This is an optimization exercise on Yosys and OpenROAD, whose aim is small area and a short achievable clock period, not a production implementation. Where RTL was checked, it was by simulation tests only, not by an equivalence proof against the original. No functional check of the RTL was part of run 2. Power figures rest on the tool's default switching activity, not on a simulated workload.

### flow/standard.sh
#!/bin/bash
# synth_recipe.tcl (not shown) runs the flow's synth.tcl, then flattens the netlist and writes it again
# the make line also repeats each setting of config.mk as NAME=value (left out here)
make -C /OpenROAD-flow-scripts/flow DESIGN_CONFIG=/design/flow/config.mk WORK_HOME=/design/flow/orfs CLKGATE_MAP_FILE= SYNTH_SCRIPT=/design/flow/synth_recipe.tcl "${@:-finish}"
### flow/config.mk
export PLATFORM = sky130hd
export DESIGN_NAME = umt_top
export DESIGN_NICKNAME = umt_top
export VERILOG_FILES = /design/flow/design.v
export SDC_FILE = /design/flow/constraint.sdc
export NUM_CORES = 4
export LEC_CHECK = 0
export CAP_MARGIN = 20
export CORE_MARGIN = 2
export CORE_UTILIZATION = 60
export SLEW_MARGIN = 20
### flow/flow/run.sh
#!/bin/bash
# Standard ORFS layout (the standard.sh) with these changes:
#  - port buffers are the smallest buffer cell (buf_1);
#  - clock tree: larger sink clusters of clkbuf_8, no dummy loads;
#  - repair aims at a setup slack of 93 ns (the I/O paths set the period);
#  - tie cells each drive up to 8 constant outputs instead of one each.
set -euo pipefail
here="$(cd "$(dirname "$0")" && pwd)"
export BUFFER_PORTS_ARGS="-buffer_cell sky130_fd_sc_hd__buf_1"
export CTS_ARGS="-sink_clustering_enable -repair_clock_nets -dont_use_dummy_load -buf_list sky130_fd_sc_hd__clkbuf_8 -sink_clustering_size 16 -sink_clustering_max_diameter 60"
export SETUP_SLACK_MARGIN=93
export SKIP_REPAIR_TIE_FANOUT=1
export POST_FLOORPLAN_TCL="$here/tie.tcl"
bash standard.sh > standard.log 2>&1
### flow/constraint.sdc
create_clock -name core_clock -period 120.0 [get_ports {clk}]
set_input_delay 24.0000 -clock core_clock [delete_from_list [all_inputs] [get_ports {clk}]]
set_output_delay 24.0000 -clock core_clock [all_outputs]
set_load 0.01 [all_outputs]
### flow/flow/tie.tcl
# Split each tie cell's net so that one tie cell drives at most TIE_GROUP loads
# (the standard flow gives every load a tie cell of its own).
set tie_group 8
set block [ord::get_db_block]
set master [[ord::get_db] findMaster sky130_fd_sc_hd__conb_1]
set ties {}
foreach inst [$block getInsts] {
  if { [[$inst getMaster] getName] == "sky130_fd_sc_hd__conb_1" } { lappend ties $inst }
}
set k 0
foreach inst $ties {
  foreach pin {HI LO} {
    set it [$inst findITerm $pin]
    set net [$it getNet]
    if { $net == "NULL" } { continue }
    set loads {}
    foreach bt [$net getBTerms] { lappend loads [list b $bt] }
    foreach ld [$net getITerms] {
      if { [$ld getInst] != $inst } { lappend loads [list i $ld] }
    }
    set n [llength $loads]
    puts "tie [$inst getName]/$pin drives $n loads"
    for { set s $tie_group } { $s < $n } { incr s $tie_group } {
      incr k
      set ni [odb::dbInst_create $block $master "tie_split_$k"]
      set nn [odb::dbNet_create $block "tie_split_net_$k"]
      [$ni findITerm $pin] connect $nn
      foreach ld [lrange $loads $s [expr {$s + $tie_group - 1}]] {
        lassign $ld kind obj
        if { $kind == "b" } { $obj connect $nn } else { $obj disconnect; $obj connect $nn }
      }
    }
  }
}
puts "tie cells added: $k"
### flow/design.v
`timescale 1ns / 1ps
module umt_top #(
    parameter MAX_UMTS = 5,
    parameter MAX_LMTS = 5,
    parameter MAX_WIDTH = 64,
    parameter MAX_DEPTH = 512,
    parameter PMT_WIDTH = 32,
    parameter PMT_DEPTH = 32,
    parameter MAX_PMTS_PER_LMT = 8
) (
    input  wire                      clk,
    input  wire                      rst_n,
    input  wire                      umt_cfg_valid,
    input  wire                      umt_cfg_wr_en,
    input  wire [2:0]                umt_cfg_id,
    input  wire [15:0]               umt_cfg_width,
    input  wire [15:0]               umt_cfg_depth,
    input  wire                      umt_cfg_type,
    input  wire                      umt_map_trigger,
    input  wire                      entry_valid,
    input  wire [2:0]                entry_umt_id,
    input  wire [8:0]                entry_addr,
    input  wire [MAX_WIDTH-1:0]      entry_data,
    input  wire [MAX_WIDTH-1:0]      entry_mask,
    output wire                      map_done,
    output wire                      map_error,
    output wire [MAX_LMTS-1:0]       lmt_used,
    output wire [MAX_LMTS*8-1:0]     lmt_uid,
    output wire [MAX_LMTS*8-1:0]     lmt_internal_id,
    output wire [MAX_LMTS*2-1:0]     lmt_status_flag,
    output wire [MAX_LMTS*2-1:0]     lmt_width_gear,
    output wire [MAX_LMTS*3-1:0]     lmt_depth_gear,
    output wire                      lmt_entry_valid,
    output wire [2:0]                lmt_entry_id,
    output wire [8:0]                lmt_entry_addr,
    output wire [MAX_WIDTH-1:0]      lmt_entry_data,
    output wire [MAX_WIDTH-1:0]      lmt_entry_mask,
    output wire [7:0]                total_lmts_used,
    output wire [15:0]               total_pmts_needed
);
    integer n;
    reg  [4:0]  cv;      
    reg  [4:0]  cw;      
    reg  [19:0] cd;      
    wire cfg_w_ok = ~|umt_cfg_width[15:7] &
                    (umt_cfg_width[6] ? ~|umt_cfg_width[5:0] : |umt_cfg_width[5:0]);
    wire cfg_d_ok = ~|umt_cfg_depth[15:10] &
                    (umt_cfg_depth[9] ? ~|umt_cfg_depth[8:0] : |umt_cfg_depth[8:0]);
    wire cfg_ok = umt_cfg_valid & umt_cfg_wr_en &
                  ~(umt_cfg_id[2] & (umt_cfg_id[1] | umt_cfg_id[0])) & cfg_w_ok & cfg_d_ok;
    wire [3:0] cfg_bw;
    wire [3:0] cfg_dbm1;
    assign cfg_bw[0] = ~|umt_cfg_depth[4:0];
    genvar gb;
    generate
        for (gb = 0; gb < 4; gb = gb + 1) begin : g_dec
            assign cfg_dbm1[gb] = umt_cfg_depth[5+gb] ^ cfg_bw[gb];
            if (gb < 3) begin : g_b
                assign cfg_bw[gb+1] = cfg_bw[gb] & ~umt_cfg_depth[5+gb];
            end
        end
    endgenerate
    wire       cfg_wbig = umt_cfg_width[6] | (umt_cfg_width[5] & (|umt_cfg_width[4:0]));
    integer u;
    always @(posedge clk or negedge rst_n) begin
        if (!rst_n)
            cv <= 5'd0;
        else
            for (u = 0; u < 5; u = u + 1)
                if (cfg_ok && umt_cfg_id == u)
                    cv[u] <= 1'b1;
    end
    always @(posedge clk) begin
        for (u = 0; u < 5; u = u + 1)
            if (cfg_ok && umt_cfg_id == u) begin
                cw[u] <= cfg_wbig;
                cd[u*4 +: 4] <= cfg_dbm1;
            end
    end
    localparam S_FIN_A = 4'h5;
    localparam S_CHECK = 4'h6;
    localparam S_IDLE  = 4'h7;
    localparam S_FIN_M = 4'hD;
    localparam S_DONE  = 4'hE;
    reg  [3:0] s;
    reg        md;
    reg  [4:0] r;         
    reg  [7:0] p;         
    reg  [4:0] tl;
    reg  [7:0] tp;
    wire [2:0] k  = s[2:0];
    wire       tl_err = tl[4] | tl[3] | (tl[2] & tl[1]);    
    wire       step = ~(k[2] & (k[1] | k[0]));
    reg        sv, sw;
    reg  [3:0] sd;
    always @(*) begin
        sv = 1'b0;
        sw = 1'b0;
        sd = 4'd0;
        for (u = 0; u < 5; u = u + 1)
            if (k == u) begin
                sv = cv[u];
                sw = cw[u];
                sd = cd[u*4 +: 4];
            end
    end
    wire [5:0] pmx = sw ? {1'b0, sd, 1'b1} : {2'b0, sd};    
    wire [1:0] nlm1 = sw ? sd[3:2] : {1'b0, sd[3]};          
    wire       multi = (nlm1 != 2'd0);
    wire [1:0] dgs = sd[2] ? 2'd3 : sd[1] ? 2'd2 : {1'b0, sd[0]};
    wire       alloc = s[3] & step & sv;
    always @(posedge clk or negedge rst_n) begin
        if (!rst_n) begin
            s  <= S_IDLE;
            md <= 1'b0;
            tl <= 5'd0;
            tp <= 8'd0;
        end else begin
            case (s)
                S_IDLE: begin
                    md <= 1'b0;
                    if (umt_map_trigger) s <= 4'h0;
                end
                S_FIN_A: begin
                    tl <= r;
                    tp <= p;
                    s  <= S_CHECK;
                end
                S_CHECK: begin
                    if (tl_err)
                        s <= S_DONE;
                    else
                        s <= 4'h8;
                end
                S_FIN_M: s <= S_DONE;
                S_DONE: begin
                    md <= 1'b1;
                    if (!umt_map_trigger) s <= S_IDLE;
                end
                4'hF: s <= S_IDLE;
                default: s <= s + 4'd1;
            endcase
        end
    end
    reg [4:0] r_inc;
    reg [7:0] p_inc;
    reg       cy;
    integer   q;
    always @(*) begin
        r_inc[0] = ~(r[0] ^ nlm1[0]);
        cy = r[0] | nlm1[0];
        r_inc[1] = r[1] ^ nlm1[1] ^ cy;
        cy = (r[1] & nlm1[1]) | (cy & (r[1] | nlm1[1]));
        for (q = 2; q < 5; q = q + 1) begin
            r_inc[q] = r[q] ^ cy;
            cy = r[q] & cy;
        end
        p_inc[0] = ~(p[0] ^ pmx[0]);
        cy = p[0] | pmx[0];
        for (q = 1; q < 5; q = q + 1) begin
            p_inc[q] = p[q] ^ pmx[q] ^ cy;
            cy = (p[q] & pmx[q]) | (cy & (p[q] | pmx[q]));
        end
        for (q = 5; q < 8; q = q + 1) begin
            p_inc[q] = p[q] ^ cy;
            cy = p[q] & cy;
        end
    end
    always @(posedge clk) begin
        if (s == S_IDLE) begin
            if (umt_map_trigger) begin
                r <= 5'd0;
                p <= 8'd0;
            end
        end else if (s == S_FIN_A) begin
            r <= 5'd0;
        end else if (step && sv) begin
            r <= r_inc;
            if (!s[3]) p <= p_inc;
        end
    end
    reg [14:0] lid;       
    reg [4:0]  lw;        
    reg [4:0]  lm;        
    reg [14:0] lf;        
    reg [4:0]  rh;
    reg [1:0]  j [0:4];
    reg [4:0]  we;
    reg [4:0]  last;
    integer i;
    always @(*) begin
        for (i = 0; i < 5; i = i + 1)
            rh[i] = (r[3:0] == i);
        for (n = 0; n < 5; n = n + 1) begin
            we[n] = 1'b0;
            last[n] = 1'b0;
            j[n] = 2'd0;
            for (i = 0; i < 4; i = i + 1) begin
                if (n - i >= 0 && rh[n-i] && (i == 0 || i == 1 && (|nlm1) || i == 2 && nlm1[1] || i == 3 && (&nlm1))) begin
                    we[n] = alloc;
                    j[n] = i;
                    last[n] = (nlm1 == i);
                end
            end
        end
    end
    always @(posedge clk or negedge rst_n) begin
        if (!rst_n) begin
            lid <= 15'd0;
            lw  <= 5'd0;
            lm  <= 5'd0;
            lf  <= 15'd0;
        end else begin
            for (n = 0; n < 5; n = n + 1) begin
                if (we[n]) begin
                    lid[n*3 +: 3] <= k;
                    lw[n] <= sw;
                    lm[n] <= multi;
                    lf[n*3 +: 3] <= multi ? {last[n], j[n]} : {1'b1, dgs};
                end
            end
        end
    end
    reg [4:0] lu;         
    reg [1:0] ldg [0:4];
    reg [39:0] o_uid, o_iid;
    reg [9:0]  o_sf, o_wg;
    reg [14:0] o_dg;
    always @(*) begin
        for (n = 0; n < 5; n = n + 1) begin
            lu[n]  = lm[n] | lf[n*3+2];
            ldg[n] = lm[n] ? {1'b1, ~lw[n]} : lf[n*3 +: 2];
            o_uid[n*8 +: 8] = {5'd0, lid[n*3 +: 3]};
            o_iid[n*8 +: 8] = {6'd0, lm[n] ? lf[n*3 +: 2] : 2'd0};
            o_sf[n*2 +: 2]  = lm[n] ? {(|lf[n*3 +: 2]), (~|lf[n*3 +: 2]) ^ lf[n*3+2]} : 2'd0;
            o_wg[n*2 +: 2]  = {1'b0, lw[n]};
            o_dg[n*3 +: 3]  = {1'b0, ldg[n]};
        end
    end
    assign map_done          = md;
    assign map_error         = tl_err & (md | (s == S_DONE));
    assign lmt_used          = lu;
    assign lmt_uid           = o_uid;
    assign lmt_internal_id   = o_iid;
    assign lmt_status_flag   = o_sf;
    assign lmt_width_gear    = o_wg;
    assign lmt_depth_gear    = o_dg;
    assign total_lmts_used   = {3'd0, tl};
    assign total_pmts_needed = {8'd0, tp};
    reg        e_v;
    reg [2:0]  e_id;
    reg [7:0]  e_addr;
    reg [63:0] e_data, e_mask;
    reg [3:0] st [0:4];
    reg [4:0] en [0:4];
    reg [3:0] z;
    reg       c, t;
    integer   b;
    always @(*) begin
        for (n = 0; n < 5; n = n + 1) begin
            st[n] = 4'd0;
            for (i = 0; i < n; i = i + 1)
                if (lu[i] && lid[i*3 +: 3] == lid[n*3 +: 3])
                    st[n] = en[i][3:0];
            z = 4'd1 << ldg[n];
            c = 1'b0;
            for (b = 0; b < 4; b = b + 1) begin
                t = z[b] | c;
                en[n][b] = st[n][b] ^ t;
                c = st[n][b] & t;
            end
            en[n][4] = c;
        end
    end
    reg [4:0] hit;
    reg       lt, eq;
    reg       found;
    reg       taken;
    reg [2:0] t_id;
    reg [2:0] t_off;
    reg [2:0] o;
    reg [1:0] g;
    always @(*) begin
        taken = 1'b0;
        t_id = 3'd0;
        t_off = 3'd0;
        for (n = 0; n < 5; n = n + 1) begin
            lt = en[n][4];
            eq = ~en[n][4];
            for (b = 3; b >= 0; b = b - 1) begin
                lt = lt | (eq & ~entry_addr[5+b] & en[n][b]);
                eq = eq & ~(entry_addr[5+b] ^ en[n][b]);
            end
            hit[n] = lu[n] & (lid[n*3 +: 3] == entry_umt_id) & lt;
            g = ldg[n];
            o[0] = (g != 2'd0) & (entry_addr[5] ^ st[n][0]);
            o[1] = g[1] & (entry_addr[6] ^ st[n][1] ^ (~entry_addr[5] & st[n][0]));
            o[2] = g[1] & g[0] & (entry_addr[7] ^ st[n][2] ^
                   ((~entry_addr[6] & st[n][1]) | (~(entry_addr[6] ^ st[n][1]) & ~entry_addr[5] & st[n][0])));
            if (hit[n] && !taken) begin
                taken = 1'b1;
                t_id = n[2:0];
                t_off = o;
            end
        end
        found = |hit;
    end
    always @(posedge clk or negedge rst_n) begin
        if (!rst_n) begin
            e_v    <= 1'b0;
            e_id   <= 3'd0;
            e_addr <= 8'd0;
            e_data <= 64'd0;
            e_mask <= 64'd0;
        end else begin
            e_v <= entry_valid & found;
            if (entry_valid & found) begin
                e_id   <= t_id;
                e_addr <= {t_off, entry_addr[4:0]};
                e_data <= entry_data;
                e_mask <= entry_mask;
            end
        end
    end
    assign lmt_entry_valid = e_v;
    assign lmt_entry_id    = e_id;
    assign lmt_entry_addr  = {1'b0, e_addr};
    assign lmt_entry_data  = e_data;
    assign lmt_entry_mask  = e_mask;
endmodule
==> flow_results.org, run 1 <==
** GRT
- Entering global routing, the biggest net connects 87 pins.
- Global routing used between 20% and 30% of the available tracks.
- The via count of the first global-routing pass is just over 9000.
- Antenna violations before repair :: 0
- The first global-routing pass estimated around 51 mm of wire.
- For this run the aggregate overflow at the end of global routing stands at 0.

** Hold path
- Endpoint with the worst hold slack :: e_addr[6]$_DFFE_PN0P_
- The worst hold path was traced through 2 stages.
- Beginning of the worst hold path :: e_addr[6]$_DFFE_PN0P_
- The tightest min-delay check is of the reg2reg type.

** Layout
- Once layout is complete, the utilization of the core stands at 68.05%.
- The count of cells in the finished layout, fillers not included, comes to around 1700.
- Relative to the synthesized area, the layout overhead comes to 10.89%.
- In the final layout, the share of cells above drive strength 1 is approximately 16%.
- Total number of nets in the final design :: roughly 1700
- 0 antenna diodes ended up in the layout.

** STA
- Actual slew at the worst max-slew pin :: 1069 ps
- Hold timing on the final database bottoms out at a slack of roughly 490 ps.
- Max Clock Freq :: approximately 0.037 GHz
- Minimum clock period :: roughly 27000 ps
- Count of endpoints failing hold in the final timing report :: 0
- Headroom to the max-slew limit :: between 20% and 30%
- The count of pins over their slew limit was 0.
- Setup repair after global routing missed its margin :: false
- Setup violations remaining at the end of the flow were counted as 0.
- For the final routed database, the setup TNS stands at 0 ps.
- Worst clock skew on the final layout :: ~70 ps
- In the finished design, the share of the clock period the worst path needs comes to between 20% and 30%.

** Synthesis
- After Yosys synthesis, XOR and XNOR cells account for under 10% of the synthesized area.
- Top flip-flop cell by instance count after synthesis :: sky130_fd_sc_hd__dfrtp_1
- Number of warnings issued by yosys :: 11
- Number of synthesized flops with an enable pin :: 38
- Number of nets produced by synthesis :: 1368
- Sequential elements use 48.10% of the synthesized area.
- Cells after Synth :: 1138
- Synth Area per Inst :: about 11 um2
- Summing the areas of all and, or, nand and nor instances in the mapped netlist gives 10.97% of the synthesized area.
- By area, the combinational part of the netlist is dominated by multiplexers.
- Post-synthesis compound-gate area fraction :: under 10%
- Synthesis inferred approximately 240 register bits.
- Distinct cell type count of the synthesized netlist :: 76
- The synthesized netlist occupies a cell area of around 13000 um2.
- Summing the areas of all fa, ha and maj instances in the mapped netlist gives between 5 and 6% of the synthesized area.
- Share of flip-flops with an asynchronous set or reset after synthesis :: between 80% and 90%
- Fraction of synthesized area in multiplexers :: about 15%

** Floorplan
- Row generation in the floorplan step produced 53 rows.
- Measured along the y axis, the die boundary spans around 150 um.
- Initial Util :: between 60% and 70%
- The die covers 22760 um2.
- The core region is about 21000 um2.
- In this run the count of I/O pins placed on the die edge is 469.
- The die is around 150 um wide.

** Worst setup path
- Critical path data required time :: approximately 120000 ps
- STA classifies the critical path endpoint as a register.
- The most critical setup path has its startpoint at entry_addr[8].
- Worst Path Max Fanout :: 86
- Measured in cells, the most critical reg-to-reg path has a length of 27.
- Reg-to-reg slack, setup :: between 100000 and 150000 ps
- In this run the critical register-to-register path is launched from lm[0]$_DFFE_PN0P_.
- STA classifies the critical path startpoint as an input pin.
- Data on the critical path arrives at its endpoint at 27180 ps.
- Endpoint of the worst register-to-register path :: e_mask[15]$_DFFE_PN0P_
- The setup path with the least slack is of type in2reg.

** Placed design
- In this run the tool buffered the top-level ports with 390 buffer cells.
- Once detailed placement completed, the half-perimeter wirelength came to ~27 mm.
- GP Congestion :: roughly 0.94
- Placed instance count :: about 1700

** Detailed routing
- Detailed Route WL :: around 34 mm
- The detailed router finished its first iteration with ~630 violations.
- Antenna viol nets, final :: 0
- Dividing the detail-routed via count by the number of cells gives roughly 5.5.
- Summing over every cut layer, the via total after detailed routing is 9501.
- First-pass detailed-route iteration total :: 5
- Average detailed-routed wire length per instance :: about 20 um
- Number of remaining DRC errors :: 0

** Pwr
- Largest voltage drop on the vdd net :: ~12 uV
- Leakage power of the design :: roughly 6.7 nW
- Proportion of power drawn by combinational gates :: 49.2%
- Switching power total :: roughly 0.14 mW
- In this run switching power makes up 43.19% of total power.
- Total power for the finished layout comes to ~0.33 mW.
- Register share of total power :: 38.1%
- Internal power comes to ~0.19 mW.
- Dividing total power by cell area gives a power density of 23.21 nW/um2.
- Per report_power, the clock group accounts for 12.7% of the total.

** Run
- Number of max-cap violations :: 0

** Outcome
- Run status :: complete, no violations

** CTS
- Root cell of the clock tree :: sky130_fd_sc_hd__clkbuf_8
- TritonCTS built the clock tree.
- The clock reaches the later pin of the worst-skew pair after roughly 570 ps.
- After clock tree synthesis, the clock-pin slew on the worst setup and hold paths is approximately 70 ps.
- Clock buffer depth :: 3
- For this design, the sink count on the clock tree is 241.
- In this run, post-CTS hold repair placed 0 buffers.
- CTS built an H-tree with a depth of 1.
- In this run, CTS created clock tree buffers numbering 22.
[power groups by stage]
| stage | clock (mW) | combinational (mW) | sequential [mW] |
|---|---|---|---|
| 6_report | 0.0422 | 0.164 | 0.127 |
| 5_1_grt | 0.0464 | 0.183 | 0.130 |
| 4_1_cts | 0.0433 | 0.163 | 0.127 |
| 3_5_place_dp | 0 | 0.162 | 0.128 |
| 3_3_place_gp | 0 | 0.159 | 0.127 |
| 2_1_floorplan | 0 | 0.115 | 0.126 |
[routing by layer]
metal | global-route usage [%] | wire [um] | vias to the layer above
met5 | 0 | 0 | -
met2 | 49.80 | 16980 | 340
met1 | 38.54 | 14030 | 4610
li1 | - | - | 4482
met4 | 8.178 | 991 | 0
met3 | 5.783 | 2203 | 69
[flip-flops by register name (all words and copies together), names as in the netlist]
register	flops
cv	5
e_v	1
e_addr	8
e_data	64
lid	15
r	5
tp	8
cw	5
cd	20
lw	5
lf	15
e_id	3
lm	5
p	8
e_mask	64
md	1
s	4
tl	5
[worst max-delay path: stages]
cell	delay [ps]
sky130_fd_sc_hd__buf_1	100
sky130_fd_sc_hd__inv_1	260
sky130_fd_sc_hd__fa_1	450
sky130_fd_sc_hd__nand2b_1	100
sky130_fd_sc_hd__a2111oi_0	70
sky130_fd_sc_hd__o31ai_1	410
sky130_fd_sc_hd__a21bo_2	300
sky130_fd_sc_hd__nor2_1	150
sky130_fd_sc_hd__a31o_4	180
sky130_fd_sc_hd__buf_12	350
sky130_fd_sc_hd__buf_12	350
sky130_fd_sc_hd__mux2_2	370
[worst max path at each step]
stage	cells past startpoint	slack (ps)	end
after floorplan	12	93500	e_data[10]$_DFFE_PN0P_
after global placement	12	91840	e_mask[53]$_DFFE_PN0P_
after detailed placement	12	91850	e_mask[16]$_DFFE_PN0P_
after CTS	12	93030	e_mask[15]$_DFFE_PN0P_
after global routing	12	93110	e_mask[15]$_DFFE_PN0P_
final	12	93230	e_mask[15]$_DFFE_PN0P_
[cells in the final DEF (no fill, tap or decap), types with 7 or more instances in the layout]
master	count
sky130_fd_sc_hd__buf_1	389
sky130_fd_sc_hd__dfrtp_1	200
sky130_fd_sc_hd__mux2_2	163
sky130_fd_sc_hd__nor2_1	74
sky130_fd_sc_hd__nand2_1	59
sky130_fd_sc_hd__inv_1	47
sky130_fd_sc_hd__ha_1	39
sky130_fd_sc_hd__o21ai_0	38
sky130_fd_sc_hd__edfxtp_1	38
sky130_fd_sc_hd__xor2_1	34
sky130_fd_sc_hd__a21oi_1	29
sky130_fd_sc_hd__xnor2_1	24
sky130_fd_sc_hd__clkbuf_8	22
sky130_fd_sc_hd__nor2b_1	19
sky130_fd_sc_hd__or2_2	16
sky130_fd_sc_hd__and2_1	15
sky130_fd_sc_hd__nor3_1	13
sky130_fd_sc_hd__a21o_1	13
sky130_fd_sc_hd__nand2b_1	11
sky130_fd_sc_hd__nor4_1	11
sky130_fd_sc_hd__a31oi_1	11
sky130_fd_sc_hd__conb_1	10
sky130_fd_sc_hd__fa_1	9
sky130_fd_sc_hd__buf_4	9
sky130_fd_sc_hd__nor3b_1	8
sky130_fd_sc_hd__nand4_1	7
sky130_fd_sc_hd__mux2i_1	7
sky130_fd_sc_hd__o31ai_1	7
[metrics by stage]
step	worst slack, ps	area [um2]
floorplan	93500	12940
global placement	91840	14010
detailed placement	91850	14010
CTS	93030	14330
global route	93110	14350
finish	93230	14350
[kinds of logic (layout without fill, tap and decap cells)]
logic type      Yosys count  in the layout
flops                   241            241
compound gates          165            165
xor+xnor                 60             60
fa+ha+maj                50             50
simple gates            272            272
buf+inv                 179            470
other cells               1             10
mux                     170            170
[synth_stat cells, drive strengths merged (14+ instances only)]
library cell,count,area share (%)
a21o,14,0.82
nand2,59,1.7
a21oi,29,1.1
edfxtp,38,8.8
or2,17,0.82
mux2,163,14
xnor2,25,1.7
inv,47,1.4
buf,109,5.9
nor2,76,2.2
xor2,35,2.4
nor2b,19,0.92
clkbuf,23,0.67
dfrtp,200,39
ha,39,3.8
and2,16,0.78
o21ai,40,1.5
[layout make-up]
cell class                      count  area, um2
Inverter                           47      176.4
Timing Repair Buffer              401       1575
Tap cell                          275      344.1
Fill cell                        1742       6738
Sequential cell                   241       6225
Clock buffer                       22      302.8
Multi-Input combinational cell    727       5727
[timing repair]
item	CTS	global route
setup endpoints to repair	58	58
pin swaps	0	1
resized for setup	4	2
setup buffers	0	1
==> run 2: changes to the inputs <==
--- a/flow/design.v
+++ b/flow/design.v
@@ -283,7 +283,8 @@
     always @(*) begin
         taken = 1'b0;
         t_id = 3'd0;
-        t_off = 3'd0;
+        o = 3'd0;
+        g = 2'd0;
         for (n = 0; n < 5; n = n + 1) begin
             lt = en[n][4];
             eq = ~en[n][4];
@@ -292,18 +293,18 @@
                 eq = eq & ~(entry_addr[5+b] ^ en[n][b]);
             end
             hit[n] = lu[n] & (lid[n*3 +: 3] == entry_umt_id) & lt;
-            g = ldg[n];
-            o[0] = (g != 2'd0) & (entry_addr[5] ^ st[n][0]);
-            o[1] = g[1] & (entry_addr[6] ^ st[n][1] ^ (~entry_addr[5] & st[n][0]));
-            o[2] = g[1] & g[0] & (entry_addr[7] ^ st[n][2] ^
-                   ((~entry_addr[6] & st[n][1]) | (~(entry_addr[6] ^ st[n][1]) & ~entry_addr[5] & st[n][0])));
             if (hit[n] && !taken) begin
                 taken = 1'b1;
                 t_id = n[2:0];
-                t_off = o;
+                o = st[n][2:0];
+                g = ldg[n];
             end
         end
         found = |hit;
+        t_off[0] = (g != 2'd0) & (entry_addr[5] ^ o[0]);
+        t_off[1] = g[1] & (entry_addr[6] ^ o[1] ^ (~entry_addr[5] & o[0]));
+        t_off[2] = g[1] & g[0] & (entry_addr[7] ^ o[2] ^
+                   ((~entry_addr[6] & o[1]) | (~(entry_addr[6] ^ o[1]) & ~entry_addr[5] & o[0])));
     end
     always @(posedge clk or negedge rst_n) begin
         if (!rst_n) begin
==> run 2 against run 1 <==
Via count is 3.0% higher; clock-buffer cell count stayed put; sequential cell count stayed put; clock skew is 5.5 ps lower; register-to-register slack worse by 500 ps; global-route usage is 1.6 points lower; clock power is 2% lower; synthesized cell count is 2.2% higher; critical path depth is 3 higher; setup slack worse by 190 ps; critical path type unchanged; critical endpoint is now e_addr[7]$_DFFE_PN0P_; largest power group unchanged; highest routed layer is now met5.
==> flow_results.org, run 2 <==
** Worst setup path
- CP startpoint kind :: input pin
- Endpoint of the worst register-to-register path :: e_addr[7]$_DFFE_PN0P_
- The worst reg-to-reg setup slack is 112420 ps (-500 ps).
- The critical path is of the in2reg type.
- The worst register-to-register path begins at lm[0]$_DFFE_PN0P_.
- Critical path data required time :: 120380 ps (-30 ps)
- Count of cells along the worst register-to-register path :: 32 (+19%)
- The arrival time of data at the critical path endpoint was 27340 ps (+160 ps).
- The worst setup path is captured at a register.
- Worst Path Max Fanout :: 4 (-95%)

** CTS
- The insertion delay to the later sink of the worst-skew pair was 550 ps (-20 ps).
- TritonCTS clock tree :: yes
- The TritonCTS sink count came to 241 (unchanged).
- The number of buffers inserted during clock tree synthesis was 22 (unchanged).
- The clock transition time at the flip-flop clock pins of the worst setup and hold paths was 60 ps (about the same).
- The cell sitting at the root of the clock tree is a sky130_fd_sc_hd__clkbuf_8.
- The clock tree buffer depth came to 3 (unchanged).
- Number of levels in the clock H-tree :: 1 (unchanged)
- The total of hold buffers inserted after clock tree synthesis was 0 (unchanged).

** Pwr
- The worst supply voltage drop on vdd is 10.53 uV (-15%).
- The static leakage is 7.037 nW (+5.2%).
- The power per standard cell area came to 20.61 nW/um2 (-11%).

** Floorplan
- The initial standard-cell utilization of the core is 60.96% (-0.41 points).
- The top-level I/O count was 469 (unchanged).
- The floorplan core area is 21820 um2 (+3.5%).
- The height of the die is 152.9 um (+1.4%).
- Placement row count :: 54 (+1.9%)
- Die outline width :: 152.9 um (+1.4%)
- Die ar. :: 23380 um2 (+2.7%)

** Detailed routing
- The remaining design rule violation count is 0 (unchanged).
- Routed signal wires occupy layers up through met5.
- The detailed-route via count is 9782 (+3.0%).
- The remaining antenna violation count after routing was 0 (unchanged).
- Metal3 WL :: 2.377 mm (+7.9%)
- First-pass detailed-route iteration total :: 5 (unchanged)
- The starting DRC count in detailed routing came to 584 (-7.0%).
- Detailed Route WL :: 33.32 mm (-2.6%)
- Vias per inst :: 5.590 (+0.78%)
- The detailed-route wire length on metal 1 was 14.46 mm (+3.1%).
- Met2 layer wire length in the routed design :: 15.85 mm (-6.7%)
- Average detailed-routed wire length per instance :: 19.04 um (-4.7%)

** Synthesis
- Share of flip-flops with an asynchronous set or reset after synthesis :: 84.23% (unchanged)
- Library cell with the highest instance count after synthesis :: sky130_fd_sc_hd__dfrtp_1
- Simple-Gate Fraction of Synth Area :: 10.62% (-0.35 points)
- The sequential cell area fraction in the yosys report is 46.79% (-1.3 points).
- Synth Area in Adders :: 4.609% (-0.71 points)
- The post-synthesis instance area is 13300 um2 (+2.8%).
- The mux contribution to synthesized area is 15.44% (+0.72 points).
- Counting instances in the post-synthesis netlist gives the leading cell types as sky130_fd_sc_hd__dfrtp_1, sky130_fd_sc_hd__buf_4, sky130_fd_sc_hd__nand2_1, sky130_fd_sc_hd__mux2_4, sky130_fd_sc_hd__mux2_2.
- Number of synthesized flops with an enable pin :: 38 (unchanged)
- After synthesis, the largest family of logic cells by area is multiplexers.
- The count of warnings emitted by yosys is 11 (unchanged).
- Distinct cell type count of the synthesized netlist :: 74 (-2.6%)
- The fraction of synthesized cell area in xor and xnor cells was 3.753% (-0.42 points).
- Top-area cell type share of the netlist area :: 37.62% (-1.1 points)
- The synthesized area per cell was 11.44 um2 (+0.58%).
- Post-synthesis compound-gate area fraction :: 9.942% (+1.2 points)
- Leading cell types by total area after synthesis :: sky130_fd_sc_hd__dfrtp_1, sky130_fd_sc_hd__mux2_4, sky130_fd_sc_hd__edfxtp_1
- Flip-flop and latch count after synthesis :: 241 (unchanged)
- The number of instances in the synthesized netlist was 1163 (+2.2%).
- Library cell with the largest summed area after synthesis :: sky130_fd_sc_hd__dfrtp_1
- Top flip-flop cell by instance count after synthesis :: sky130_fd_sc_hd__dfrtp_1
- The synthesized net count is 1387 (+1.4%).

** Layout
- Largest regs :: e_data (64), e_mask (64), cd (20)
- Highest-count cells in the layout ignoring fill and taps :: sky130_fd_sc_hd__buf_1, sky130_fd_sc_hd__dfrtp_1, sky130_fd_sc_hd__nand2_1
- Total number of nets in the final design :: 1694 (+1.4%)
- Most frequent standard cell in the layout excluding fill and tap cells :: sky130_fd_sc_hd__buf_1
- Fraction of layout cells with a size suffix above 1 :: 15.74% (-0.26 points)
- Final Cell Area :: 14790 um2 (+3.1%)
- Area growth from synthesis to final layout :: 11.21%

** Hold path
- The worst hold path begins at e_id[1]$_DFFE_PN0P_.
- The min-delay analysis places its worst path in the category reg2reg.
- Endpoint with the worst hold slack :: e_id[1]$_DFFE_PN0P_
- Cell depth of the worst hold path :: 2 (unchanged)

** GRT
- The pin count of the biggest net entering global routing came to 82 (-5.7%).
- The via count of the first global-routing pass was 9480 (+2.8%).
- The global-route usage over all layers is 27.72% (-1.6 points).
- First-pass GRT wire length :: 52.22 mm (+1.8%)
- Aggregate global routing overflow :: 0 (unchanged)
- The initial antenna violation count was 2 (+2).

** Run
- Number of max-cap violations :: 0 (unchanged)

** Placed design
- The number of input and output port buffers inserted was 390 (unchanged).
- Cell area after placement :: 14210 um2 (+1.4%)
- The final weighted congestion in routability-driven placement came to 0.9137 (-3.1%).
- Detail Placement HPWL :: 24.55 mm (-7.7%)

** STA
- The maximum frequency from static timing analysis is 0.03710 GHz (-0.70%).
- Minimum clock period :: 26960 ps (+187.8 ps)
- The setup skew after layout came to 63.93 ps (-5.480 ps).
- Setup repair after global routing could not meet its margin everywhere.
- The share of the clock period used by the worst path is 22.46% (+0.16 points).
- The final count of negative-setup-slack endpoints came to 0 (unchanged).
- The sum of negative setup slack is 0 ps (unchanged).
- Headroom to the max-slew limit :: 27.91% (-0.64 points)
- Count of endpoints failing hold in the final timing report :: 0 (unchanged)
- The count of pins over their slew limit came to 0 (unchanged).
- The transition time of the tightest slew-check pin came to 1071 ps (+2.003 ps).

** Outcome
- Run status :: complete, no violations
==> run 2: cell count changes in the layout (fill, tap and decap cells not counted), moves of 6 or more <==
cell                       change
sky130_fd_sc_hd__ha_1          -6
sky130_fd_sc_hd__a21oi_1       +6
sky130_fd_sc_hd__nand2_1      +23
sky130_fd_sc_hd__mux2_2       -91
sky130_fd_sc_hd__mux2_4       +80
sky130_fd_sc_hd__a221oi_1      +6
sky130_fd_sc_hd__nand2b_1      -8
sky130_fd_sc_hd__o21ai_0      +23
==> run 2: critical path, stage by stage <==
cell and delay, ps:
sky130_fd_sc_hd__buf_1 200, sky130_fd_sc_hd__inv_2 130, sky130_fd_sc_hd__fa_1 590, sky130_fd_sc_hd__nor4bb_1 280, sky130_fd_sc_hd__a31o_2 260, sky130_fd_sc_hd__nor2_1 50, sky130_fd_sc_hd__o31a_1 170, sky130_fd_sc_hd__a21o_1 250
sky130_fd_sc_hd__and2_2 230, sky130_fd_sc_hd__a32oi_1 150, sky130_fd_sc_hd__a31oi_1 110, sky130_fd_sc_hd__ha_1 310, sky130_fd_sc_hd__a31oi_1 170, sky130_fd_sc_hd__xnor2_1 80, sky130_fd_sc_hd__o41ai_1 330
==> run 2: repair_timing <==
action,CTS,global route
resized for setup,11,6
gates cloned,4,3
buffers inserted,3,2
endpoints found under the setup margin,88,78
==> run 2: through the flow <==
| step | total power, mW | util (%) | cells | hold WS, ps | worst slack [ps] |
|---|---|---|---|---|---|
| floorplan | 0.2199 | - | 1163 | 439.4 | 93030 |
| global placement | 0.2579 | 65.11 | 1714 | 452.9 | 90980 |
| detailed placement | 0.2614 | 65.11 | 1714 | 457.0 | 90910 |
| CTS | 0.3047 | 67.15 | 1743 | 476.6 | 92980 |
| global route | 0.3275 | 67.77 | 1748 | 492.3 | 92880 |
| finish | 0.3049 | 67.79 | 1750 | 468.5 | 93040 |
==> run 2: cells by family (layout without fill, tap and decap cells) <==
family | count (synthesis) | after routing
muxes | 156 | 156
AOI/OAI and AO/OA | 199 | 199
buffers and inverters | 181 | 475
adders and majority gates | 44 | 44
DFF | 241 | 241
xor gates and xnor gates | 57 | 57
and+or+nand+nor | 284 | 286
other | 1 | 12
==> run 2: layout make-up <==
type	instances	area (um2)
Antenna cell	2	5.005
Clock buffer	22	302.8
Fill cell	1768	7029
Inverter	46	172.7
Multi-Input combinational cell	752	6002
Sequential cell	241	6225
Tap cell	280	350.3
Timing Repair Buffer	407	1737
==> run 2: worst max-delay path by stage <==
| stage | start | slack (ps) | to |
|---|---|---|---|
| 2_1_floorplan | entry_addr[8] | 93030 | e_addr[7]$_DFFE_PN0P_ |
| 3_3_place_gp | entry_addr[8] | 90980 | e_mask[58]$_DFFE_PN0P_ |
| 3_5_place_dp | entry_addr[8] | 90910 | e_mask[58]$_DFFE_PN0P_ |
| 4_1_cts | entry_addr[8] | 92980 | e_mask[48]$_DFFE_PN0P_ |
| 5_1_grt | entry_addr[8] | 92880 | e_addr[7]$_DFFE_PN0P_ |
| 6_report | entry_addr[8] | 93040 | e_addr[7]$_DFFE_PN0P_ |
==> run 2: power by group <==
group | total (mW) | switching, mW | internal (mW) | leakage, nW
logic | 0.143 | 0.0841 | 0.0590 | 3.77
clock network | 0.0414 | 0.0250 | 0.0164 | 0.158
registers | 0.120 | 0.0183 | 0.102 | 3.11
total | 0.305 | 0.127 | 0.177 | 7.04
==> run 2: routing by layer <==
layer / GRT usage [%] / vias up
met4: 5.511 / 2
met5: 0 / -
met1: 37.82 / 4775
met3: 6.266 / 43
li1: - / 4593
met2: 46.12 / 369
==> run 3: changes to the inputs <==
--- a/flow/design.v
+++ b/flow/design.v
@@ -283,8 +283,7 @@
     always @(*) begin
         taken = 1'b0;
         t_id = 3'd0;
-        o = 3'd0;
-        g = 2'd0;
+        t_off = 3'd0;
         for (n = 0; n < 5; n = n + 1) begin
             lt = en[n][4];
             eq = ~en[n][4];
@@ -293,18 +292,18 @@
                 eq = eq & ~(entry_addr[5+b] ^ en[n][b]);
             end
             hit[n] = lu[n] & (lid[n*3 +: 3] == entry_umt_id) & lt;
+            g = ldg[n];
+            o[0] = (g != 2'd0) & (entry_addr[5] ^ st[n][0]);
+            o[1] = g[1] & (entry_addr[6] ^ st[n][1] ^ (~entry_addr[5] & st[n][0]));
+            o[2] = g[1] & g[0] & (entry_addr[7] ^ st[n][2] ^
+                   ((~entry_addr[6] & st[n][1]) | (~(entry_addr[6] ^ st[n][1]) & ~entry_addr[5] & st[n][0])));
             if (hit[n] && !taken) begin
                 taken = 1'b1;
                 t_id = n[2:0];
-                o = st[n][2:0];
-                g = ldg[n];
+                t_off = o;
             end
         end
         found = |hit;
-        t_off[0] = (g != 2'd0) & (entry_addr[5] ^ o[0]);
-        t_off[1] = g[1] & (entry_addr[6] ^ o[1] ^ (~entry_addr[5] & o[0]));
-        t_off[2] = g[1] & g[0] & (entry_addr[7] ^ o[2] ^
-                   ((~entry_addr[6] & o[1]) | (~(entry_addr[6] ^ o[1]) & ~entry_addr[5] & o[0])));
     end
     always @(posedge clk or negedge rst_n) begin
         if (!rst_n) begin
==> flow/flow/run.sh (replaced) <==
#!/bin/bash
# Standard ORFS layout (the standard.sh) with these changes:
#  - port buffers are the smallest buffer cell (buf_1);
#  - clock tree: larger sink clusters of clkbuf_8, no dummy loads;
#  - repair aims at a setup slack of 93 ns (the I/O paths set the period);
#  - tie cells each drive up to 8 constant outputs instead of one each;
#  - after floorplan, logic cells are set to their smallest variant.
set -euo pipefail
here="$(cd "$(dirname "$0")" && pwd)"
export BUFFER_PORTS_ARGS="-buffer_cell sky130_fd_sc_hd__buf_1"
export CTS_ARGS="-sink_clustering_enable -repair_clock_nets -dont_use_dummy_load -buf_list sky130_fd_sc_hd__clkbuf_8 -sink_clustering_size 16 -sink_clustering_max_diameter 60"
export SETUP_SLACK_MARGIN=93
export SKIP_REPAIR_TIE_FANOUT=1
export POST_FLOORPLAN_TCL="$here/post_floorplan.tcl"
bash standard.sh > standard.log 2>&1
==> flow/flow/downsize.tcl (new file) <==
# Set every logic cell to the smallest-area variant of its function (the
# synthesis mapping upsizes freely); later repair steps size up what the
# timing and slew limits need.
set dont_use_pats $::env(DONT_USE_CELLS)
proc ds_ok { name pats } {
  foreach p $pats { if { [string match $p $name] } { return 0 } }
  return 1
}
# smallest variant of each cell family (family = name without the _N suffix)
set best [dict create]
foreach lc [get_lib_cells sky130_fd_sc_hd__*] {
  set name [get_name $lc]
  if { ![ds_ok $name $dont_use_pats] } { continue }
  if { ![regexp {^(sky130_fd_sc_hd__.+)_(\d+)$} $name -> fam drv] } { continue }
  set area [get_property $lc area]
  if { ![dict exists $best $fam] } {
    dict set best $fam [list $name $area $drv]
  } else {
    lassign [dict get $best $fam] bn ba bd
    if { $area < $ba - 1e-6 || (abs($area - $ba) < 1e-6 && $drv == 1) } {
      dict set best $fam [list $name $area $drv]
    }
  }
}
set swapped 0
foreach inst [get_cells *] {
  set lc [get_lib_cells -of_objects $inst]
  set name [get_name $lc]
  if { ![regexp {^(sky130_fd_sc_hd__.+)_(\d+)$} $name -> fam drv] } { continue }
  if { [string match "*conb*" $fam] || [string match "*tap*" $fam] || [string match "*buf*" $fam] } { continue }
  if { ![dict exists $best $fam] } { continue }
  set target [lindex [dict get $best $fam] 0]
  if { $target != $name } {
    replace_cell $inst $target
    incr swapped
  }
}
puts "downsize: $swapped cells set to their smallest variant"
==> flow/flow/post_floorplan.tcl (new file) <==
set here [file dirname [info script]]
source $here/tie.tcl
source $here/downsize.tcl
==> run 3 against run 2 <==
Clock power up 2%; worst hold slack improved by 12 ps; final cell count shrank 2.1%; synthesized cell count decreased by 2.1%; global-route usage grew 2.0 points; highest routed layer is now met4.
==> flow_results.org, run 3 <==
** Worst setup path
- The worst path required time came to 120420 ps (+40 ps).
- The worst setup path is captured at a register.
- Worst Path Max Fanout :: 69 (+65)
- Worst setup path category :: in2reg
- CP startpoint kind :: input pin
- Arrival @ worst endpoint :: 27310 ps (-30 ps)

** Layout
- The final standard cell area without fillers was 14290 um2 (-3.4%).
- The fraction of layout instances using a drive strength above 1 came to 2.573% (-13 points).
- In the final layout, the registers with the most flip-flops are e_data (64), e_mask (64), cd (20).
- Highest-count cells in the layout ignoring fill and taps :: sky130_fd_sc_hd__buf_1, sky130_fd_sc_hd__dfrtp_1, sky130_fd_sc_hd__mux2_1
- Relative to the synthesized area, the layout overhead comes to 10.38%.
- The core utilization of the finished layout came to 67.74% (about the same).
- The library cell used most frequently in the layout, excluding fill and tap cells, is sky130_fd_sc_hd__buf_1.
- Total number of nets in the final design :: 1670 (-1.4%)
- The number of standard cells in the final layout excluding fillers came to 1714 (-2.1%).

** Outcome
- Run status :: complete, no violations

** STA
- The final count of negative-setup-slack endpoints came to 0 (unchanged).
- The maximum frequency from static timing analysis was 0.03719 GHz (+0.26%).
- The worst relative slew slack is 33.33% (+5.4 points).
- The worst hold slack was 480.2 ps (+11.75 ps).
- The sum of negative setup slack is 0 ps (unchanged).
- The share of the clock period used by the worst path is 22.40% (-0.058 points).
- The setup skew after layout came to 97.15 ps (+33.23 ps).
- The final worst slack came to 93110 ps (+70.00 ps).
- Count of pins over their slew limit :: 0 (unchanged)
- Minimum clock period :: 26890 ps (-70.00 ps)
- Setup repair after global routing left no endpoint under its margin.
- The number of hold violations in the final report was 0 (unchanged).
- The transition time of the tightest slew-check pin was 991.0 ps (-80.49 ps).

** Synthesis
- The count of unique library cells instantiated by Yosys was 76 (+2.7%).
- Synth Area per Inst :: 11.37 um2 (-0.58%)
- sky130_fd_sc_hd__dfrtp_1 takes more of the synthesized area than any other cell.
- The synthesis-stage register bit count came to 241 (unchanged).
- Top-area cell type share of the netlist area :: 38.67% (+1.1 points)
- Ranking of synthesized cells by instance count :: sky130_fd_sc_hd__dfrtp_1, sky130_fd_sc_hd__mux2_2, sky130_fd_sc_hd__buf_4, sky130_fd_sc_hd__nor2_1, sky130_fd_sc_hd__nand2_1
- The share of async-settable or async-resettable flops after synthesis came to 84.23% (unchanged).
- By area the synthesized netlist is led by sky130_fd_sc_hd__dfrtp_1, sky130_fd_sc_hd__mux2_2, sky130_fd_sc_hd__edfxtp_1.
- Number of warnings issued by yosys :: 11 (unchanged)
- Number of synthesized flops with an enable pin :: 38 (unchanged)
- The number of instances in the synthesized netlist was 1138 (-2.1%).
- The post-synthesis instance area was 12940 um2 (-2.7%).
- Share of the yosys chip area belonging to registers :: 48.10% (+1.3 points)
- sky130_fd_sc_hd__dfrtp_1 is the most common cell in the netlist.
- The synthesized net count came to 1368 (-1.4%).
- Among all flip-flop cells after synthesis, the most frequent one is sky130_fd_sc_hd__dfrtp_1.

** Floorplan
- The die outline area is 22760 um2 (-2.7%).
- Placement row count :: 53 (-1.9%)
- The die extent in x is 150.9 um (-1.3%).
- Area of the core region :: 21090 um2 (-3.4%)
- I/O pin count :: 469 (unchanged)
- The initial standard-cell utilization of the core was 61.37% (+0.41 points).
- Die H :: 150.9 um (-1.3%)

** Pwr
- Cell internal pwr :: 0.1845 mW (+4.0%)
- The static leakage came to 6.794 nW (-3.5%).
- Switching power total :: 0.1437 mW (+13%)
- Clock power share :: 12.9% (-0.7 points)
- The final total power was 0.3282 mW (+7.6%).
- Largest voltage drop on the vdd net :: 11.94 uV (+13%)
- Register share of total power :: 38.7% (-0.8 points)
- Proportion of power drawn by combinational gates :: 48.4% (+1.5 points)
- Sw frac :: 43.79% (+2.0 points)
- Cell Pwr Density :: 22.97 nW/um2 (+11%)

** GRT
- The pin count of the biggest net entering global routing came to 74 (-9.8%).
- The initial antenna violation count is 2 (unchanged).
- The total global routing overflow is 0 (unchanged).
- Total routing usage reported by global routing :: 29.74% (+2.0 points)
- First-pass GRT wire length :: 52.32 mm (+0.18%)
- Vias in the first global route :: 9280 (-2.1%)

** CTS
- The number of buffers inserted during clock tree synthesis was 22 (unchanged).
- The H-tree level count was 1 (unchanged).
- TritonCTS built the clock tree.
- Clock buffer depth :: 3 (unchanged)
- Root cell of the clock tree :: sky130_fd_sc_hd__clkbuf_8
- Number of clock sinks :: 241 (unchanged)
- The number of post-CTS setup repair buffers came to 0 (-3).
- The insertion delay to the later sink of the worst-skew pair was 560 ps (about the same).
- Clock slew seen by the registers of the worst setup and hold paths :: 90 ps (+30 ps)

** Detailed routing
- Detailed-route via count :: 9558 (-2.3%)
- Detailed Route WL :: 34.50 mm (+3.6%)
- Number of remaining DRC errors :: 0 (unchanged)
- First-pass detailed-route iteration total :: 6 (+1)
- DRT iter0 DRCs :: 671 (+15%)
- The post-detailed-route via-to-cell ratio is 5.576 (-0.24%).
- The detailed-route wire length per cell was 20.13 um (+5.7%).
- The remaining antenna violation count after routing was 0 (unchanged).

** Placed design
- The final weighted congestion in routability-driven placement was 0.9538 (+4.4%).
- The sum of net half-perimeters after detailed placement is 27.16 mm (+11%).
- The number of input and output port buffers inserted was 390 (unchanged).
- The pre-CTS worst setup slack was 91770 ps (+855.8 ps).
- Placed instance count :: 1691 (-1.3%)
- The total placed instance area came to 13950 um2 (-1.8%).

** Hold path
- The path class of the tightest hold or removal check is reg2reg.

** Run
- Number of max-cap violations :: 0 (unchanged)
## run 3: changes by cell type after synthesis, sizes merged, moves of 6 or more
cell	before	now
o21ai	64	40
nand2b	3	11
nor2	70	76
a21oi	36	29
nand2	83	59
mux2	154	163
ha	33	39
## run 3: cell type report
type,count,area [um2]
diodes,1,2.502
multi-input cells,727,5659
inverters,47,176.4
fillers,1723,6803
well taps,275,344.1
flip-flops and latches,241,6225
clock buffers,22,302.8
repair buffers,401,1575
## run 3: routing by layer
| metal | part of all wire [%] | wire, um | up-vias | global-route usage, % |
|---|---|---|---|---|
| met5 | 0 | 0 | - | 0 |
| met2 | 48 | 16610 | 384 | 48.59 |
| met3 | 7.1 | 2438 | 51 | 5.723 |
| met1 | 42 | 14560 | 4643 | 41.16 |
| li1 | - | - | 4480 | - |
| met4 | 2.6 | 895 | 0 | 7.804 |
## run 3: critical path: stages
cell and delay [ps]:
sky130_fd_sc_hd__buf_1 130, sky130_fd_sc_hd__inv_1 170, sky130_fd_sc_hd__fa_1 500, sky130_fd_sc_hd__nand2b_1 110, sky130_fd_sc_hd__a2111oi_0 80, sky130_fd_sc_hd__o31ai_1 420, sky130_fd_sc_hd__a21bo_1 300, sky130_fd_sc_hd__nor2_1 150
sky130_fd_sc_hd__a31o_4 250, sky130_fd_sc_hd__buf_12 320, sky130_fd_sc_hd__buf_12 360, sky130_fd_sc_hd__mux2_1 370
## run 3: power groups by stage
| stage | Combinational [mW] | Clock (mW) | Sequential [mW] |
|---|---|---|---|
| final | 0.159 | 0.0422 | 0.127 |
| after CTS | 0.158 | 0.0433 | 0.127 |
| after detailed placement | 0.158 | 0 | 0.128 |
| after global routing | 0.177 | 0.0462 | 0.130 |
| after floorplan | 0.115 | 0 | 0.126 |
| after global placement | 0.154 | 0 | 0.127 |
## run 3: logic make-up (layout without fill, tap and decap cells)
| family | after synthesis | count (layout) | synth area share, % |
|---|---|---|---|
| AOI/OAI and AO/OA | 165 | 165 | 8.702 |
| xor gates and xnor gates | 60 | 60 | 4.177 |
| adders and majority gates | 50 | 50 | 5.318 |
| buffers and inverters | 179 | 470 | 7.976 |
| DFF | 241 | 241 | 48.10 |
| muxes | 170 | 170 | 14.72 |
| other | 1 | 11 | 0.02898 |
| and+or+nand+nor | 272 | 272 | 10.97 |
## run 3: final timing paths
check	from	to	slack [ps]	cells past startpoint
setup / recovery	entry_addr[8]	e_data[55]$_DFFE_PN0P_	93110	12
hold / removal	cv[0]$_DFFE_PN0P_	cv[0]$_DFFE_PN0P_	480	1
setup reg to reg	lm[0]$_DFFE_PN0P_	e_data[55]$_DFFE_PN0P_	113140	27
hold reg to reg	cv[0]$_DFFE_PN0P_	cv[0]$_DFFE_PN0P_	480	1
max in group asynchronous	rst_n	lm[0]$_DFFE_PN0P_	94920	2
min in group asynchronous	rst_n	e_mask[44]$_DFFE_PN0P_	23610	1
## run 3: timing repair
action,in CTS,in global routing
endpoints found under the setup margin,66,66
resized for setup,5,1
hold buffers,0,0
==> run 4: changes to the inputs <==
--- a/flow/config.mk
+++ b/flow/config.mk
@@ -7,5 +7,5 @@
 export LEC_CHECK = 0
 export CAP_MARGIN = 20
 export CORE_MARGIN = 2
-export CORE_UTILIZATION = 60
+export CORE_UTILIZATION = 75
 export SLEW_MARGIN = 20
==> run 4 against run 3 <==
Non-clock buffer count is 1 lower; synthesized cell count stayed put; global-route usage is 9.2 points higher; first-iteration DRC count is 53% higher; final cell count is 3.0% lower; critical path type unchanged; highest routed layer unchanged.
==> flow_results.org, run 4 <==
** Detailed routing
- First-pass detailed-route iteration total :: 5 (-1)
- The starting DRC count in detailed routing came to 1029 (+53%).
- Detailed Route WL :: 36.80 mm (+6.7%)
- The remaining antenna violation count after routing was 0 (unchanged).
- The post-detailed-route via-to-cell ratio was 6.112 (+9.6%).
- The detailed-route wire length per cell is 22.14 um (+10%).
- The remaining design rule violation count came to 0 (unchanged).
- The detailed-route via count was 10160 (+6.3%).

** Worst setup path
- Largest stage delay, worst path :: 470 ps (-30 ps)
- The worst setup path is of the in2reg kind.
- The signal on the critical path passes through buf_1 > inv_1 > fa_1 > nand2b_1 > a2111oi_0 > o31ai_1 > a21bo_1 > nor2_1 > a31o_4 > clkbuf_16 > mux2_1.
- The largest individual stage delay along the critical path comes from the cell sky130_fd_sc_hd__o31ai_1.
- The count of cells along the worst register-to-register path was 21 (-22%).
- CP startpoint kind :: input pin
- CP endpoint kind :: register
- On the critical path the largest part of the delay comes from compound AO/OA/AOI/OAI gates.
- The worst register-to-register path begins at lid[7]$_DFFE_PN0P_.
- Critical path data required time :: 120400 ps (-20 ps)
- In this run the critical register-to-register path is captured at e_mask[33]$_DFFE_PN0P_.
- Arrival @ worst endpoint :: 27270 ps (-40 ps)
- Worst Path Max Fanout :: 44 (-36%)
- WP buf/inv :: 3 (-1)
- Reg-to-reg slack, setup :: 113140 ps (about the same)

** Synthesis
- The count of unique library cells instantiated by Yosys is 76 (unchanged).
- Library cell with the highest instance count after synthesis :: sky130_fd_sc_hd__dfrtp_1
- The most used flip-flop cell after synthesis is sky130_fd_sc_hd__dfrtp_1.
- The synthesis-stage register bit count came to 241 (unchanged).
- The sequential cell area fraction in the yosys report was 48.10% (unchanged).
- Library cell with the largest summed area after synthesis :: sky130_fd_sc_hd__dfrtp_1
- The post-synthesis instance area came to 12940 um2 (unchanged).
- After synthesis, the most frequently instantiated cells are sky130_fd_sc_hd__dfrtp_1, sky130_fd_sc_hd__mux2_2, sky130_fd_sc_hd__buf_4, sky130_fd_sc_hd__nor2_1, sky130_fd_sc_hd__nand2_1.
- Number of warnings issued by yosys :: 11 (unchanged)
- The synthesized net count came to 1368 (unchanged).
- The share of Yosys cell area claimed by the top area cell type was 38.67% (unchanged).
- Synth Area per Inst :: 11.37 um2 (unchanged)
- Ranked by total cell area, the synthesized netlist is headed by sky130_fd_sc_hd__dfrtp_1, sky130_fd_sc_hd__mux2_2, sky130_fd_sc_hd__edfxtp_1.
- Number of synthesized flops with an enable pin :: 38 (unchanged)
- The number of instances in the synthesized netlist came to 1138 (unchanged).
- The share of async-settable or async-resettable flops after synthesis was 84.23% (unchanged).

** Hold path
- HP Class :: reg2reg
- The worst hold path depth is 1 (unchanged).
- Endpoint with the worst hold slack :: cv[4]$_DFFE_PN0P_
- In this run the most critical hold path is launched from cv[4]$_DFFE_PN0P_.

** Pwr
- Switching power total :: 0.1477 mW (+2.8%)
- The static leakage was 6.784 nW (-0.14%).
- The worst supply voltage drop on vdd is 13.63 uV (+14%).
- The power per standard cell area was 23.29 nW/um2 (+1.4%).
- Proportion of power drawn by combinational gates :: 49.3% (+0.9 points)
- Sw frac :: 44.62% (+0.83 points)
- The sequential share of power came to 38.7% (about the same).
- Cell internal pwr :: 0.1834 mW (-0.60%)
- The clock share of power is 12.0% (-0.9 points).

** Layout
- Relative to the synthesized area, the layout overhead comes to 9.843%.
- Core utilization of the finished layout :: 83.34% (+16 points)
- Final-layout fill cell count :: 1014 (-41%)
- Number of diodes :: 0 (-1)
- Combined area of the multi-input logic cells :: 5677 um2 (+0.31%)
- The largest registers in the layout are e_data (64), e_mask (64), cd (20).
- Fraction of layout cells with a size suffix above 1 :: 2.505% (-0.068 points)
- Total number of nets in the final design :: 1669 (-0.060%)
- Sequential cell area :: 6225 um2 (unchanged)
- Most frequent standard cell in the layout excluding fill and tap cells :: sky130_fd_sc_hd__buf_1
- Highest-count cells in the layout ignoring fill and taps :: sky130_fd_sc_hd__buf_1, sky130_fd_sc_hd__dfrtp_1, sky130_fd_sc_hd__mux2_1

** GRT
- The via count of the first global-routing pass came to 9916 (+6.9%).
- The global-route usage over all layers is 38.90% (+9.2 points).
- The pin count of the biggest net entering global routing came to 90 (+22%).
- The wire length of the first global-routing pass is 54.51 mm (+4.2%).
- The total global routing overflow came to 0 (unchanged).
- The initial antenna violation count was 0 (-2).

** CTS
- The number of post-CTS setup repair buffers was 0 (unchanged).
- Number of clock sinks :: 241 (unchanged)
- The number of buffers inserted during clock tree synthesis came to 20 (-9.1%).
- Number of levels in the clock H-tree :: 1 (unchanged)
- TritonCTS clock tree :: yes
- Clock insertion delay at the later pin of the skew report :: 530 ps (-30 ps)
- CTS placed an instance of sky130_fd_sc_hd__clkbuf_8 at the clock tree root.
- The clock tree buffer depth was 3 (unchanged).
- Clock slew seen by the registers of the worst setup and hold paths :: 90 ps (about the same)
- Hold buffers post-CTS :: 0 (unchanged)

** Placed design
- The sum of net half-perimeters after detailed placement was 28.28 mm (+4.2%).
- GP Congestion :: 0.9346 (-2.0%)
- The number of input and output port buffers inserted is 390 (unchanged).

** STA
- Worst clock skew on the final layout :: 42.39 ps (-54.77 ps)
- The sum of negative setup slack came to 0 ps (unchanged).
- Final setup vio count :: 0 (unchanged)
- Count of pins over their slew limit :: 0 (unchanged)
- The number of hold violations in the final report was 0 (unchanged).
- The maximum frequency from static timing analysis came to 0.03721 GHz (about the same).
- Minimum clock period :: 26870 ps (-14.00 ps)
- The worst relative slew slack was 35.60% (+2.3 points).
- The transition time of the tightest slew-check pin was 962.5 ps (-28.49 ps).
- Setup repair after global routing missed its margin :: false
- The share of the clock period used by the worst path came to 22.39% (about the same).

** Outcome
- Run status :: complete, no violations

** Floorplan
- Area of the core region :: 17060 um2 (-19%)
- Placement row count :: 48 (-9.4%)
- The initial standard-cell utilization of the core is 75.87% (+15 points).
- Die outline width :: 135.4 um (-10%)
- Die H :: 135.4 um (-10%)
- The die outline area is 18320 um2 (-19%).
- The top-level I/O count came to 469 (unchanged).

** Run
- The max capacitance violation total was 0 (unchanged).
-- run 4: cell types whose count changed in the layout (fill, tap and decap cells not counted), sizes merged --
cell,previous run,this run
a31o,1,3
buf,400,398
clkbuf,23,22
diode,1,0
-- run 4: how the worst max path moves through the flow --
stage / start / to / cells past startpoint
3_5_place_dp: entry_addr[8] / e_data[36]$_DFFE_PN0P_ / 11
4_1_cts: entry_addr[8] / e_data[46]$_DFFE_PN0P_ / 11
6_report: entry_addr[8] / e_mask[33]$_DFFE_PN0P_ / 11
5_1_grt: entry_addr[8] / e_mask[33]$_DFFE_PN0P_ / 11
3_3_place_gp: entry_addr[8] / e_data[53]$_DFFE_PN0P_ / 11
2_1_floorplan: entry_addr[8] / e_data[10]$_DFFE_PN0P_ / 12
-- run 4: kinds of logic (layout without fill, tap and decap cells) --
family	count (synthesis)	after routing	synth area share, %
simple gates	272	272	10.97
flops	241	241	48.10
buf+inv	179	467	7.976
mux	170	170	14.72
compound gates	165	167	8.702
xor+xnor	60	60	4.177
fa+ha+maj	50	50	5.318
other cells	1	10	0.02898
-- run 4: stage by stage --
stage	hold slack [ps]	power, mW	setup slack (ps)	cell area (um2)	cells
after floorplan	439.9	0.2412	93500	12940	1138
after global placement	448.5	0.2789	91990	13870	1639
after detailed placement	455.5	0.2874	91920	13870	1639
after CTS	476.9	0.3272	93060	14160	1660
after global routing	499.4	0.3523	93070	14210	1662
final	480.6	0.3311	93130	14210	1662
-- run 4: power groups by stage --
stage	Combinational, mW	Clock (mW)	Sequential (mW)
after CTS	0.160	0.0400	0.127
after global placement	0.152	0	0.127
after global routing	0.179	0.0429	0.130
after floorplan	0.115	0	0.126
after detailed placement	0.159	0	0.129
final	0.163	0.0398	0.128
-- run 4: cell type report --
type                       instances  area share, %
sequential                       241          43.79
tap                              225          1.980
multi-input combinational        729          39.93
inverter                          47          1.241
clock buffer                      20          1.936
timing repair buffer             400          11.12
-- run 4: metal layers --
metal  share of wire, %  vias up  global-route usage (%)
li1                   -     4492                       -
met5                  0        -                       0
met1                 37     4995                   49.65
met4                4.2        0                   15.91
met3                 10      117                   10.55
met2                 49      554                   63.62
-- run 4: timing repair --
action,CTS,global route
endpoints found under the setup margin,89,89
gates cloned,1,2
pin swaps,1,1
resized for setup,2,2
-- run 4: worst reg2reg max path, stage by stage (launching register included) --
cell                        delay (ps)
sky130_fd_sc_hd__dfrtp_1           510
sky130_fd_sc_hd__xor2_1            210
sky130_fd_sc_hd__nor4_1            800
sky130_fd_sc_hd__nor2_1            200
sky130_fd_sc_hd__a22o_1            280
sky130_fd_sc_hd__ha_1              210
sky130_fd_sc_hd__a21o_1            150
sky130_fd_sc_hd__ha_1              160
sky130_fd_sc_hd__o21bai_1          170
sky130_fd_sc_hd__ha_1              380
sky130_fd_sc_hd__and2_1            160
sky130_fd_sc_hd__or3b_1            470
sky130_fd_sc_hd__ha_1              240
sky130_fd_sc_hd__a21o_1            210
sky130_fd_sc_hd__fa_1              430
sky130_fd_sc_hd__nor2b_1           150
sky130_fd_sc_hd__o221ai_1           60
sky130_fd_sc_hd__a21oi_1            60
sky130_fd_sc_hd__o31ai_1           680
sky130_fd_sc_hd__a31o_4            470
sky130_fd_sc_hd__clkbuf_16         360
sky130_fd_sc_hd__mux2_1            370

==> static timing again, ports no longer ideal <==
The flow's constraints put no driver on any port. The routed layouts listed below were extracted and timed again, unchanged, in two steps.
Step 1, drivers: a clkbuf_16 drives clk and a buf_2 each remaining input, both assumed.
Step 2, shift: input delay + t, output delay - t, t = (earliest + latest rising clock arrival at the registers) / 2. This alone moves slack from input paths to output paths.
Three values: ideal ports, drivers, drivers and shift; two values: the first two.
run	t, ns	setup WS [ns]	worst setup path after step 2	pins driven straight from the clock port
run 1	0.583	93.232 / 93.237 / 92.654	input to register	1
run 2	0.567	93.044 / 93.061 / 92.494	input to register	1
run 3	0.558	93.114 / 93.126 / 92.568	input to register	1
run 4	0.550	93.128 / 93.140 / 92.590	input to register	1
After both steps every run listed still meets setup and hold. For run 1, which loses most, drivers alone change the setup slack by +0.005 ns; drivers and shift together by -0.578 ns.
